From an optimization exercise on the open Yosys and OpenROAD flow, aimed at small area; shortcuts taken in it are not production practice.
The RTL was checked by simulation tests, not by an equivalence proof against the original design.
The clock input has no modelled driver; a real chip could not lean on it and would need a root buffer or a full tree.
No activity file was given, so power comes from the tool's default toggle rates.

===== flow/design.v =====
module final_RRB(
    reset,
    clk,
    request,
    weight,
    grant
);
    parameter width=32;
    parameter channels=8;
    input reset;
    input clk;
    input [channels-1:0] request;
    input [channels*width-1:0] weight;
    output wire [channels-1:0] grant;
    reg       m;
    reg [3:0] x;
    reg       gv;
    reg [2:0] gi;
    integer i;
    wire [7:0] t;
    assign t[0] = ~gi[2] & ~gi[1] & ~gi[0];
    assign t[1] = ~gi[2] & ~gi[1] &  gi[0];
    assign t[2] = ~gi[2] &  gi[1] & ~gi[0];
    assign t[3] = ~gi[2] &  gi[1] &  gi[0];
    assign t[4] =  gi[2] & ~gi[1] & ~gi[0];
    assign t[5] =  gi[2] & ~gi[1] &  gi[0];
    assign t[6] =  gi[2] &  gi[1] & ~gi[0];
    assign t[7] =  gi[2] &  gi[1] &  gi[0];
    assign grant = {t[7] & gv, t[6:0]};
    wire [7:0] u = {t[7] & gv, t[6:1], t[0] | ~gv};
    reg [7:0] above;
    always @(*)
        for (i=0;i<8;i=i+1)
            above[i] = (i > gi);
    wire [7:0] rh = request & above;
    wire       hi_any = |rh;
    wire [7:0] rs = hi_any ? rh : request;
    reg  [2:0] ni;
    always @(*) begin
        ni = 3'd0;
        for (i=7;i>=0;i=i-1)
            if (rs[i]) ni = i;
    end
    wire nv = |request;
    reg [7:0] big;
    reg [3:0] wlo;
    reg       whi;
    always @(*) begin
        wlo = 4'd0;
        whi = 1'b0;
        for (i=0;i<8;i=i+1) begin
            big[i] = |weight[i*width+4 +: width-4];
            wlo = wlo | (weight[i*width +: 4] & {4{u[i]}});
            whi = whi | (big[i] & u[i]);
        end
    end
    wire wsmall = ~wlo[3] & ~wlo[2] & ~(wlo[1] & wlo[0]);
    wire [3:0] wload = {~whi & wlo[3], ~whi & wlo[2],
                        ~whi & (wlo[1] | wsmall), ~whi & wlo[0] & ~wsmall};
    wire [3:0] xdec = {x[3] ^ ~(x[2] | x[1] | x[0]),
                       x[2] ^ ~(x[1] | x[0]),
                       x[1] ^ ~x[0],
                       ~x[0]};
    wire x_is1 = (x == 4'd1);
    wire x_is2 = (x == 4'd2);
    wire req_sel = request[x[2:0]];
    wire new_gv = x[3] & req_sel;
    always @(posedge clk) begin
        if (reset) begin
            m  <= 1'b0;
            x  <= 4'd1;
            gv <= 1'b0;
            gi <= 3'd7;
        end else if (!m) begin
            gv <= new_gv;
            gi <= x[2:0] | {3{~new_gv}};
            m  <= gv;
            if (gv)
                x <= 4'd1;
            else
                x <= {nv & ~x_is1, ni[2:1], ni[0] & ~x_is1};
        end else begin
            if (x_is1)
                x <= wload;
            else if (x_is2) begin
                m <= 1'b0;
                x <= {nv, ni};
            end else
                x <= xdec;
        end
    end
endmodule

===== flow/flow/run.sh =====
#!/bin/bash
# Standard ORFS layout with these changes:
#  - synthesis maps the logic with area-oriented ABC scripts (flow/synth.tcl),
#    and without Yosys's half/full-adder extraction (ADDER_MAP_FILE empty);
#  - every input and output port gets the smallest buffer, buf_1, instead of
#    the one buffer_ports picks by default;
#  - after CTS, the registers are all driven by the root clock buffer
#    (flow/cts_post.tcl), since there are only a few of them;
#  - the buffers timing-driven global placement adds are removed before
#    the resize step, which adds back the ones needed (flow/resize_pre.tcl).
set -euo pipefail
export MY_FLOW_DIR=$PWD/flow
bash standard.sh SYNTH_SCRIPT=$PWD/flow/synth.tcl ADDER_MAP_FILE= \
  'BUFFER_PORTS_ARGS=-buffer_cell sky130_fd_sc_hd__buf_1' \
  PRE_RESIZE_TCL=$PWD/flow/resize_pre.tcl POST_CTS_TCL=$PWD/flow/cts_post.tcl finish > standard.log 2>&1

===== flow/flow/abc_1.script =====
strash
&get -n
&st
&dch -f
&nf -a -R 1000
&put

===== flow/flow/abc_2.script =====
strash
&get -n
&st
&deepsyn -T 20
&dch -f
&nf -a -R 1000 -C 32
&put

===== flow/flow/abc_3.script =====
strash
&get -n
&st
&deepsyn -T 20 -S 3
&dch -f
&nf -a -R 1000 -C 32
&put

===== flow/flow/abc_4.script =====
strash
&get -n
&st
&deepsyn -T 20
&dch -f
&nf -a -p -R 1000 -C 32
&put

===== flow/flow/abc_5.script =====
strash
&get -n
&st
&deepsyn -T 20
&dch -f
&nf -a -R 1000
&put

===== flow/flow/cts_post.tcl =====
# After CTS: the design has only a few registers, so drive all of them from
# the root clock buffer (made a clkbuf_4) and remove the buffers CTS put
# below it (and any dummy load cells). The clock port still feeds only the
# root buffer.
set block [ord::get_db_block]
set clk_net [$block findNet clk]
set root ""
foreach it [$clk_net getITerms] {
  set inst [$it getInst]
  if { [string match "sky130_fd_sc_hd__clkbuf_*" [[$inst getMaster] getName]] } {
    set root $inst
  }
}
if { $root ne "" } {
  set root_net [[$root findITerm X] getNet]
  set changed 1
  while { $changed } {
    set changed 0
    foreach it [$root_net getITerms] {
      set inst [$it getInst]
      if { [$inst getName] eq [$root getName] } { continue }
      if { ![string match "sky130_fd_sc_hd__clkbuf_*" [[$inst getMaster] getName]] } { continue }
      set xo [$inst findITerm X]
      set leaf_net [$xo getNet]
      $it disconnect
      if { $leaf_net ne "NULL" } {
        foreach s [$leaf_net getITerms] {
          if { [[$s getInst] getName] ne [$inst getName] } {
            $s disconnect
            $s connect $root_net
          }
        }
        $xo disconnect
        odb::dbNet_destroy $leaf_net
      }
      puts "cts_post: removed [$inst getName]"
      odb::dbInst_destroy $inst
      set changed 1
      break
    }
  }
  set db [ord::get_db]
  $root swapMaster [$db findMaster sky130_fd_sc_hd__clkbuf_4]
  puts "cts_post: [$root getName] drives [llength [$root_net getITerms]] pins"
  # the larger buffer may overlap its neighbours: legalize again
  detailed_placement
  check_placement -verbose
}

===== flow/flow/resize_pre.tcl =====
# Before the resize step: remove the buffers that timing-driven global
# placement added while cells were still spread out (named place*); the
# resize step's repair_design adds back any that the placed design needs.
set bufs [get_cells -quiet place*]
puts "resize_pre: removing [llength $bufs] placement buffers"
if { [llength $bufs] > 0 } {
  remove_buffers $bufs
}

===== flow/flow/synth.tcl =====
# The standard flow's synthesis script (synth_recipe.tcl), except that the combinational
# mapping step (yosys abc) is run with several area-oriented ABC scripts,
# flow/abc_*.script, and the smallest result is kept. Registers are not
# touched by abc, so their names and cells are those of the standard synthesis.
proc synth {args} { yosys synth -nofsm -noshare {*}$args }
proc abc {args} {
  set i [lsearch -exact $args -script]
  if { $i < 0 || ![info exists ::env(MY_FLOW_DIR)] } {
    yosys abc {*}$args
    return
  }
  yosys design -save pre_abc
  set best_area -1
  set best ""
  foreach sc [lsort [glob $::env(MY_FLOW_DIR)/abc_*.script]] {
    yosys design -load pre_abc
    lset args [expr {$i + 1}] $sc
    yosys abc {*}$args
    set rpt $::env(RESULTS_DIR)/[file rootname [file tail $sc]].stat
    yosys tee -q -o $rpt stat {*}$::lib_args
    set fh [open $rpt r]
    set txt [read $fh]
    close $fh
    if { [regexp {Chip area for module[^:]*:\s*([0-9.]+)} $txt -> area] } {
      puts "abc script [file tail $sc]: area $area"
      if { $best_area < 0 || $area < $best_area } {
        set best_area $area
        set best $sc
        yosys design -save best_abc
      }
    }
  }
  puts "abc: keeping [file tail $best] (area $best_area)"
  yosys design -load best_abc
}
source $::env(SCRIPTS_DIR)/synth.tcl
# left out here: clear keep_hierarchy, flatten, clean up, hide names made inside functions, write 1_2_yosys.v

===== flow/standard.sh =====
#!/bin/bash
# synth_recipe.tcl (not shown) runs the flow's synth.tcl, then flattens the netlist and writes it again
# the make line also repeats each setting of config.mk as NAME=value (left out here)
make -C /OpenROAD-flow-scripts/flow DESIGN_CONFIG=/design/flow/config.mk WORK_HOME=/design/flow/orfs CLKGATE_MAP_FILE= SYNTH_SCRIPT=/design/flow/synth_recipe.tcl "${@:-finish}"

===== flow/config.mk =====
export PLATFORM = sky130hd
export DESIGN_NAME = final_RRB
export DESIGN_NICKNAME = final_RRB
export VERILOG_FILES = /design/flow/design.v
export SDC_FILE = /design/flow/constraint.sdc
export NUM_CORES = 4
export LEC_CHECK = 0
export CAP_MARGIN = 20
export CORE_AREA = 3 3 97 97
export CTS_BUF_LIST = sky130_fd_sc_hd__clkbuf_2
export DIE_AREA = 0 0 100 100
export SLEW_MARGIN = 20

===== flow/constraint.sdc =====
create_clock -name core_clock -period 5.0 [get_ports {clk}]
set_input_delay 1.0000 -clock core_clock [delete_from_list [all_inputs] [get_ports {clk}]]
set_output_delay 1.0000 -clock core_clock [all_outputs]
set_load 0.01 [all_outputs]

==> run summary, run 1 <==
status=timing/DRC/antenna clean; count of cell types in the netlist=27; crit end category=flip-flop; most frequent cells in the layout=58 x nor4_1, 18 x o21ai_0, 17 x nor2_1; DRC viols=0; RSZ-0062 raised after global routing=no; PD cells=306 nW/µm²; post-synthesis mux area share=0%; DP Worst Slack=1.42 ns; DR vias/cell=6.47; Final Hold Viols=0; FF+latch count, synth=9; IO Port Bufs=273; Total Wirelength=9270 µm; post-synthesis simple-gate area fraction=54.2%; Clk Latency, worst-skew pair=0.16 ns; Tot Pwr=0.432 mW; Die Y=100 µm; Synth Flop Type=dfxtp_1; Slew Limit Fails=0; CP Class=primary input to flip-flop; DR pass1 iterations=6; CP required=5.10 ns; Post-Synth XOR/XNOR Area=1.40%; Syn Inst Count=192; Mapped Avg Cell Area=6.52 µm²; arrival time at the worst endpoint=3.46 ns; CP Max Fanout=4; part of the cycle the worst path needs=67.2%; I/O pins=274; worst r2r src=gi[1]$_SDFFE_PP1N_; post-route ant nets=0; # rows=33; Ant. Diodes=0; most common cell after layout, fill and taps aside=nor4_1; reg2reg path depth=9; sequential-to-total area share from yosys stat=14.4%; startpoint types=primary input; worst slew pin tran=1.06 ns; syn_nets=458; post-synthesis compound-gate area fraction=28.5%; synthesized area=1250 µm²; area grow syn2layout=12.9%; VDD IR-drop max=0.0711 mV; Vias=1,935; flop-to-flop setup slack=2.18 ns; LEAKAGE=0.323 nW; antenna violations before repair=0; drt initial violations=114; FFs w/ async S/R, synth=0%; Post-synth EDFFs=0; setup violators final=0; register area=180 µm²; vias in the first global route=2,073; min-delay worst type=flip-flop to flip-flop; Post-Synth Adder-Cell Area=0%; Hold EP=gv$_SDFFE_PP0N_; FF-to-FF End=x[2]$_SDFF_PP0_; Synth area leader=nor4_1; Setup Total Neg Slack=0 ns; share of the synthesized area in the top cell type=29.0%; Slew headroom=29.0%; DR WL/cell=31.0 µm; GRT overflow=0; first-pass GRT wire length=12,300 µm; Min-Delay Path Depth=2; MaxCap Viol Count=0; Starting Density=14.9%; Clock Skews=0.000734 ns; maximum clock rate=298 MHz; multi-input logic area=1070 µm²; final worst slack=1.64 ns; # fillers=974; fin crit period=3.36 ns; Yosys warnings=1; NumNets Final=462; top cells by area, synth=nor4_1 29%, dfxtp_1 14%, o21ai_0 7.2%, a222oi_1 6.4%, nand3_1 6.0%; hold_sp=gv$_SDFFE_PP0N_; die area=10,000 µm²; core footprint=8380 µm²; share of cells above drive strength 1=2.58%; largest family of logic cells by synthesized area=simple AND/OR/NAND/NOR gates; Sink Count=9; hpwl dp=8570 µm; clock-pin slew on the worst setup and hold paths=0.10 ns; Die Width=100 µm; Final GP Congestion=0.907; GRT Total Usage=17.0%; largest net degree at the start of global routing=10
-- per-stage QoR --
step           instance area (µm²)  hold WS, ns  cells  util, %
3_5_place_dp                  1410        0.531    298     16.8
6_report                      1410        0.555    299     16.9
5_1_grt                       1410        0.572    299     16.9
2_1_floorplan                 1250        0.470    192        -
3_3_place_gp                  2430        0.506    573     29.0
-- cell type report --
class                   instances  share of cell area [%]
repair buffers                  1                   0.531
inverters                       5                    1.33
clock buffers                   1                   0.531
flip-flops and latches          9                    12.7
multi-input cells             178                    75.6
well taps                     105                    9.29
-- worst max-delay path by stage --
stage,from,endpoint,slack [ns],depth (start not counted)
5_1_grt,weight[93],x[1]$_SDFF_PP0_,1.50,8
3_3_place_gp,weight[92],x[1]$_SDFF_PP0_,1.31,9
6_report,weight[93],x[1]$_SDFF_PP0_,1.64,8
3_5_place_dp,weight[93],x[1]$_SDFF_PP0_,1.42,8
2_1_floorplan,weight[205],x[1]$_SDFF_PP0_,2.52,8
-- registers in the layout, summed over array words and instances, names as in the netlist --
register,count
gi,3
gv,1
m,1
x,4
-- worst max-delay path: stages --
cell     delay [ns]
nor4_1         0.73
nand3_1        0.19
o21ai_0        0.22
nand2_1        0.07
nor4_1         0.68
o21ai_0        0.20
and3_1         0.23
o22ai_1        0.13
-- metal layers --
metal	routed length, µm	track usage, %	vias to the layer above
li1	-	-	836
met1	3230	18.9	905
met2	4970	34.0	184
met3	924	3.34	10
met4	140	2.18	0
met5	0	0	-
-- cells in the mapped netlist (5+ instances only) --
master and instances:
dfxtp_1 9, o21ai_0 18, nor2_1 17, a21oi_1 8, clkinv_1 5, nand3_1 15
nand2_1 10, nor4_1 58, nand4_1 9, a22oi_1 6, a222oi_1 8
-- cells by family after synthesis --
| logic type | after synthesis |
|---|---|
| AO/OA/AOI/OAI | 53 |
| AND/OR/NAND/NOR | 123 |
| flip-flops | 9 |
| buffers and inverters | 5 |
| XOR/XNOR | 2 |
-- power breakdown --
part	switching (mW)	internal [mW]
Clock	0.0195	0.00960
Sequential	0.0346	0.0951
Combinational	0.172	0.101
Total	0.227	0.206
==> inputs of run 2 (changes only) <==
==> flow/flow/resize_pre.tcl (replaced) <==
# Before the resize step: remove the buffers that timing-driven global
# placement added while cells were still spread out (named place*); the
# resize step's repair_design adds back any that the placed design needs.
# Port buffers are not touched.
set block [ord::get_db_block]
set n 0
foreach inst [$block getInsts] {
  set name [$inst getName]
  if { ![string match "place*" $name] } { continue }
  if { ![string match "sky130_fd_sc_hd__buf_*" [[$inst getMaster] getName]] } { continue }
  set in_net [[$inst findITerm A] getNet]
  set xo [$inst findITerm X]
  set out_net [$xo getNet]
  if { $in_net eq "NULL" || $out_net eq "NULL" } { continue }
  if { [llength [$out_net getBTerms]] > 0 } { continue }
  $xo disconnect
  foreach it [$out_net getITerms] {
    $it disconnect
    $it connect $in_net
  }
  [$inst findITerm A] disconnect
  odb::dbInst_destroy $inst
  odb::dbNet_destroy $out_net
  incr n
}
puts "resize_pre: removed $n placement buffers"
==> run 2 against run 1 <==
Against the previous run:
- still clean on timing, DRC and antenna
- critical path type unchanged
- fmax fell by 0.73%
- final cell count rose by 91%
- sequential share of layout area fell by 5.3 points
- register-to-register slack improved by 0.11 ns
- sequential cell count did not move
- via count rose by 50%
- critical path depth rose by 1
- clock skew barely moved
==> run summary, run 2 <==
share of cells above drive strength 1=0.858% (-1.7 points); antenna violations before repair=0 (unchanged); Syn Inst Count=192 (unchanged); Final Hold Slack=0.548 ns (-0.00709 ns); Reg with most FFs=x; Net Sw Frac=51.2% (-1.3 points); setup violators final=0 (unchanged); sequential share of power=25.3% (-4.7 points); area grow syn2layout=94.1%; min-delay worst type=flip-flop to flip-flop; Post-synth EDFFs=0 (unchanged); share of the synthesized area in the top cell type=29.0% (unchanged); share of total power in combinational logic=68.8% (+5.6 points); vias in the first global route=2,882 (+39%); Synth area leader=nor4_1; most instantiated cells after synthesis=58 x nor4_1, 18 x o21ai_0, 17 x nor2_1, 15 x nand3_1, 10 x nand2_1; # rows=33 (unchanged); I/O pins=274 (unchanged); Pint=0.251 mW (+22%); count of cell types in the netlist=27 (unchanged); sw power=0.263 mW (+16%); Yosys warnings=1 (unchanged); clock-pin slew on the worst setup and hold paths=0.11 ns (about the same); RSZ-0062 raised after global routing=no; Slew headroom=38.8% (+9.7 points); synthesized area=1250 µm² (unchanged); Starting Density=14.9% (unchanged); most frequent cells in the layout=273 x buf_1, 58 x nor4_1, 18 x o21ai_0; Vias=2,912 (+50%); clock share of power=5.9% (-0.8 points); FFs w/ async S/R, synth=0% (unchanged); VDD IR-drop max=0.0739 mV (+3.9%); startpoint types=primary input; LEAKAGE=0.640 nW (+98%); # fillers=952 (-2.3%); IO Port Bufs=273 (unchanged); most common cell after layout, fill and taps aside=buf_1; worst slew pin tran=0.915 ns (-0.146 ns); post-route ant nets=0 (unchanged); core footprint=8380 µm² (unchanged); first-pass GRT wire length=14,000 µm (+14%); DRC viols=0 (unchanged); GRT overflow=0 (unchanged); drt initial violations=203 (+78%); Final GP Congestion=0.907 (unchanged); FF+latch count, synth=9 (unchanged); Clock Skews=0.000235 ns (-0.000499 ns); die area=10,000 µm² (unchanged); slowest CP cell=nor4_1; GRT Total Usage=18.5% (+1.5 points); top cells by area, synth=nor4_1 29%, dfxtp_1 14%, o21ai_0 7.2%, a222oi_1 6.4%, nand3_1 6.0%; most numerous cell in the Yosys netlist=nor4_1; worst setup path start=weight[92]; DR vias/cell=5.10 (-21%); sequential-to-total area share from yosys stat=14.4% (unchanged); Slew Limit Fails=0 (unchanged); Tot Pwr=0.515 mW (+19%); fin crit period=3.38 ns (+0.0248 ns); NumNets Final=734 (+59%); hpwl dp=9060 µm (+5.7%); hold_sp=gv$_SDFFE_PP0N_; maximum clock rate=295 MHz (-0.73%); Clk Latency, worst-skew pair=0.16 ns (about the same); Sink Count=9 (unchanged); top flop regs=x: 4 flops, gi: 3 flops; largest net degree at the start of global routing=10 (unchanged); arrival time at the worst endpoint=3.49 ns (+0.03 ns); worst r2r src=gi[2]$_SDFFE_PP1N_; CP Max Fanout=4 (unchanged); Die Width=100 µm (unchanged); CP required=5.10 ns (about the same); MaxCap Viol Count=0 (unchanged); flop-to-flop setup slack=2.29 ns (+0.11 ns); status=timing/DRC/antenna clean; Setup Total Neg Slack=0 ns (unchanged); DR WL/cell=17.4 µm (-44%); part of the cycle the worst path needs=67.7% (+0.50 points); CP Class=primary input to flip-flop; Mapped Avg Cell Area=6.52 µm² (unchanged); PD cells=212 nW/µm² (-31%); Ant. Diodes=0 (unchanged); Final Hold Viols=0 (unchanged); DR pass1 iterations=5 (-1); crit end category=flip-flop; Die Y=100 µm (unchanged); Synth Flop Type=dfxtp_1; crit-path cells=buf_1 -> nor4_1 -> nand3_1 -> o21ai_0 -> nand2_1 -> nor4_1 -> o21ai_0 -> and3_1 -> o22ai_1; syn_nets=458 (unchanged); Total Wirelength=9950 µm (+7.3%); number of flip-flops in the largest register=4 (unchanged); CP peak stage delay=0.69 ns (-0.04 ns)
-- run 2: path summary, 6_finish.rpt --
kind	to	cells past startpoint
worst max register to register	x[0]$_SDFF_PP1_	10
worst min-delay path	gv$_SDFFE_PP0N_	2
worst max-delay path	x[1]$_SDFF_PP0_	9
worst min register to register	gv$_SDFFE_PP0N_	2
-- run 2: critical path: cells and delay by family --
kind / cells / cell delay [ns]
and+or+nand+nor: 5 / 1.84
AOI/OAI and AO/OA: 3 / 0.52
buffers and inverters: 1 / 0.13
-- run 2: layout make-up --
class	count	area [µm²]	share of cell area, %
multi-input cells	178	1070	44.0
clock buffers	1	7.51	0.309
inverters	5	18.8	0.772
repair buffers	273	1020	42.2
flip-flops and latches	9	180	7.41
well taps	105	131	5.40
-- run 2: metrics by stage --
step / cell area, µm² / cells / util, % / worst slack, ns
floorplan: 1250 / 192 / - / 2.52
detailed placement: 2420 / 570 / 28.9 / 1.33
global route: 2430 / 571 / 29.0 / 1.42
global placement: 2430 / 573 / 29.0 / 1.31
finish: 2430 / 571 / 29.0 / 1.62
-- run 2: per-layer routing --
metal | up-vias | track usage [%] | wire [µm]
li1 | 1380 | - | -
met1 | 1321 | 20.6 | 3520
met2 | 198 | 36.2 | 5130
met3 | 13 | 2.92 | 1090
met4 | 0 | 4.46 | 203
met5 | - | 0 | 0
-- run 2: cells by family after synthesis --
family          Yosys count  share of synthesized area (%)
simple gates            123                           54.2
compound gates           53                           28.5
flops                     9                           14.4
buf+inv                   5                           1.50
xor+xnor                  2                           1.40
-- run 2: power by group through the flow --
stage	Clock [mW]	Sequential, mW	Combinational, mW
after floorplan	0	0.120	0.191
after global placement	0	0.130	0.365
after detailed placement	0	0.130	0.357
after global routing	0.0332	0.134	0.401
final	0.0303	0.130	0.354
==> inputs of run 3 (changes only) <==
--- a/flow/flow/run.sh
+++ b/flow/flow/run.sh
@@ -13,3 +13,3 @@
 bash standard.sh SYNTH_SCRIPT=$PWD/flow/synth.tcl ADDER_MAP_FILE= \
   'BUFFER_PORTS_ARGS=-buffer_cell sky130_fd_sc_hd__buf_1' \
-  PRE_RESIZE_TCL=$PWD/flow/resize_pre.tcl POST_CTS_TCL=$PWD/flow/cts_post.tcl finish > standard.log 2>&1
+  'PLACE_PINS_ARGS=-min_distance 1 -min_distance_in_tracks' PRE_RESIZE_TCL=$PWD/flow/resize_pre.tcl POST_CTS_TCL=$PWD/flow/cts_post.tcl finish > standard.log 2>&1
--- a/flow/config.mk
+++ b/flow/config.mk
@@ -7,6 +7,6 @@
 export LEC_CHECK = 0
 export CAP_MARGIN = 20
-export CORE_AREA = 3 3 97 97
+export CORE_AREA = 3 3 67 67
 export CTS_BUF_LIST = sky130_fd_sc_hd__clkbuf_2
-export DIE_AREA = 0 0 100 100
+export DIE_AREA = 0 0 70 70
 export SLEW_MARGIN = 20
==> run 3 against run 2 <==
Against the previous run:
- routed wire length decreased by 20%
- largest cell class unchanged
- critical endpoint is now grant[5]
- register-to-register slack got worse by 0.10 ns
- die area decreased by 51%
- via count increased by 1.4%
- sequential share of layout area increased by 0.26 points
- highest routed layer unchanged
- critical path type is now flip-flop to output port
- power decreased by 5.6%
- still clean on timing, DRC and antenna
- non-clock buffer count unchanged
==> run summary, run 3 <==
clock share of power=6.9% (+1.0 points); syn_nets=458 (unchanged); part of the cycle the worst path needs=58.4% (-9.3 points); Reg with most FFs=x; Sink Count=9 (unchanged); VDD IR-drop max=0.102 mV (+38%); Die Width=70 µm (-30%); CP Class=flip-flop to output port; setup violators final=0 (unchanged); top cells by area, synth=nor4_1 29%, dfxtp_1 14%, o21ai_0 7.2%, a222oi_1 6.4%, nand3_1 6.0%; first-pass GRT wire length=11,900 µm (-15%); hpwl dp=7250 µm (-20%); vias in the first global route=2,824 (-2.0%); Net Sw Frac=48.2% (-3.0 points); RSZ-0062 raised after global routing=no; Starting Density=33.0% (+18 points); PD cells=207 nW/µm² (-2.4%); worst slew pin tran=1.01 ns (+0.0914 ns); crit end category=output port; MaxCap Viol Count=0 (unchanged); Clk Latency, worst-skew pair=0.17 ns (about the same); Post-Layout Cell Count=515 (-9.8%); DR WL/cell=15.5 µm (-11%); count of cell types in the netlist=27 (unchanged); # rows=22 (-33%); Mapped Avg Cell Area=6.52 µm² (unchanged); most common cell after layout, fill and taps aside=buf_1; DRC viols=0 (unchanged); CP required=4.00 ns (-1.10 ns); Clock Skews=0.000673 ns (+0.000438 ns); FF+latch count, synth=9 (unchanged); top flop regs=x: 4 flops, gi: 3 flops; Post-synth EDFFs=0 (unchanged); drt initial violations=180 (-11%); GRT overflow=0 (unchanged); NumNets Final=734 (unchanged); I/O pins=274 (unchanged); Tot Pwr=0.486 mW (-5.6%); most instantiated cells after synthesis=58 x nor4_1, 18 x o21ai_0, 17 x nor2_1, 15 x nand3_1, 10 x nand2_1; die area=4900 µm² (-51%); Final Hold Viols=0 (unchanged); Die Y=70 µm (-30%); antenna violations before repair=0 (unchanged); Slew Limit Fails=0 (unchanged); sw power=0.234 mW (-11%); startpoint types=flip-flop; Total Wirelength=8010 µm (-20%); post-route ant nets=0 (unchanged); most numerous cell in the Yosys netlist=nor4_1; number of flip-flops in the largest register=4 (unchanged); DR pass1 iterations=5 (unchanged); Synth Flop Type=dfxtp_1; share of cells above drive strength 1=0.428% (-0.43 points); Yosys warnings=1 (unchanged); sequential-to-total area share from yosys stat=14.4% (unchanged); Pint=0.252 mW (+0.12%); share of total power in combinational logic=67.2% (-1.6 points); largest net degree at the start of global routing=11 (+1); maximum clock rate=343 MHz (+16%); fin crit period=2.92 ns (-0.466 ns); DR vias/cell=5.73 (+12%); Slew headroom=32.8% (-6.0 points); GRT Total Usage=29.9% (+11 points); sequential share of power=25.9% (+0.6 points); Ant. Diodes=0 (unchanged); IO Port Bufs=273 (unchanged); Syn Inst Count=192 (unchanged); CP Max Fanout=8 (+4); LEAKAGE=0.641 nW (about the same); area grow syn2layout=87.6%; status=timing/DRC/antenna clean; arrival time at the worst endpoint=1.92 ns (-1.57 ns); Synth area leader=nor4_1; most frequent cells in the layout=273 x buf_1, 58 x nor4_1, 18 x o21ai_0; Vias=2,952 (+1.4%); FFs w/ async S/R, synth=0% (unchanged); placed instance count=513 (-10%); DP Worst Slack=2.08 ns (+0.756 ns); core footprint=3800 µm² (-55%); min-delay worst type=flip-flop to flip-flop; Setup Total Neg Slack=0 ns (unchanged); synthesized area=1250 µm² (unchanged); Final Hold Slack=0.522 ns (-0.0262 ns); final worst slack=2.08 ns (+0.466 ns); clock-pin slew on the worst setup and hold paths=0.11 ns (about the same); share of the synthesized area in the top cell type=29.0% (unchanged); Final GP Congestion=1.01 (+12%)
[run 3: cell counts after synthesis]
Identical to the previous run, type by type.
[run 3: power by group through the flow]
stage          Sequential (mW)  Combinational [mW]  Clock (mW)
6_report                 0.126               0.327      0.0334
2_1_floorplan            0.120               0.191           0
3_5_place_dp             0.127               0.323           0
5_1_grt                  0.130               0.369      0.0372
3_3_place_gp             0.127               0.324           0
[run 3: final timing paths]
check / startpoint / endpoint / slack (ns) / depth (start not counted)
worst max register to register: gi[2]$_SDFFE_PP1N_ / x[0]$_SDFF_PP1_ / 2.19 / 10
worst min-delay path: gv$_SDFFE_PP0N_ / gv$_SDFFE_PP0N_ / 0.52 / 2
worst max-delay path: gi[2]$_SDFFE_PP1N_ / grant[5] / 2.08 / 3
worst min register to register: gv$_SDFFE_PP0N_ / gv$_SDFFE_PP0N_ / 0.52 / 2
[run 3: critical path: stages, from the launching register on]
cell,delay [ns]
dfxtp_1,0.48
clkinv_1,0.18
nor3b_1,0.85
buf_1,0.23
[run 3: per-stage QoR]
stage	util (%)	cell area, µm²
global route	61.9	2350
global placement	61.7	2340
floorplan	-	1250
detailed placement	61.5	2340
finish	61.9	2350
[run 3: cell type report]
| cell class | count | area (µm²) |
|---|---|---|
| Clock buffer | 1 | 7.51 |
| Clock inverter | 1 | 5.00 |
| Fill cell | 403 | 1450 |
| Inverter | 5 | 18.8 |
| Multi-Input combinational cell | 178 | 1050 |
| Sequential cell | 9 | 180 |
| Tap cell | 48 | 60.1 |
| Timing Repair Buffer | 273 | 1020 |
[run 3: kinds of logic after synthesis]
logic type / Yosys count / share of synthesized area, %
xor gates and xnor gates: 2 / 1.40
DFF: 9 / 14.4
AOI/OAI and AO/OA: 53 / 28.5
and+or+nand+nor: 123 / 54.2
buffers and inverters: 5 / 1.50
[run 3: per-layer routing]
metal,wire [µm],vias to the layer above,GRT usage [%]
met5,0,-,0
met2,3440,282,51.5
li1,-,1382,-
met4,510,0,18.1
met1,2780,1232,30.3
met3,1270,56,11.2

## what the ideal ports hide
Ports are ideal in the flow. The routed layouts listed here were re-timed in OpenROAD. Step 1 assumes that a clkbuf_16 drives the clock port and a buf_2 every other input. Step 2 also shifts input and output timing later by t, the mid clock arrival at the registers, as if the neighbouring blocks saw the same clock. a / b / c = ideal / step 1 / step 2; a / b = the first two.
run	shift t [ns]	setup WS [ns]	worst setup path after step 2	latest minus earliest clock arrival (ns)	worst register clock-pin slew, ns
run 1	0.183	1.640 / 1.594 / 1.411	input to register	0.000 / 0.000	0.10 / 0.10
run 2	0.185	1.615 / 1.606 / 1.421	input to register	0.001 / 0.000	0.11 / 0.11
run 3	0.188	2.081 / 2.063 / 2.095	input to register	0.000 / 0.001	0.11 / 0.11
After both steps setup and hold are still met in every run listed. For run 1, which loses most, drivers alone change the setup slack by -0.046 ns; drivers and shift together by -0.229 ns.
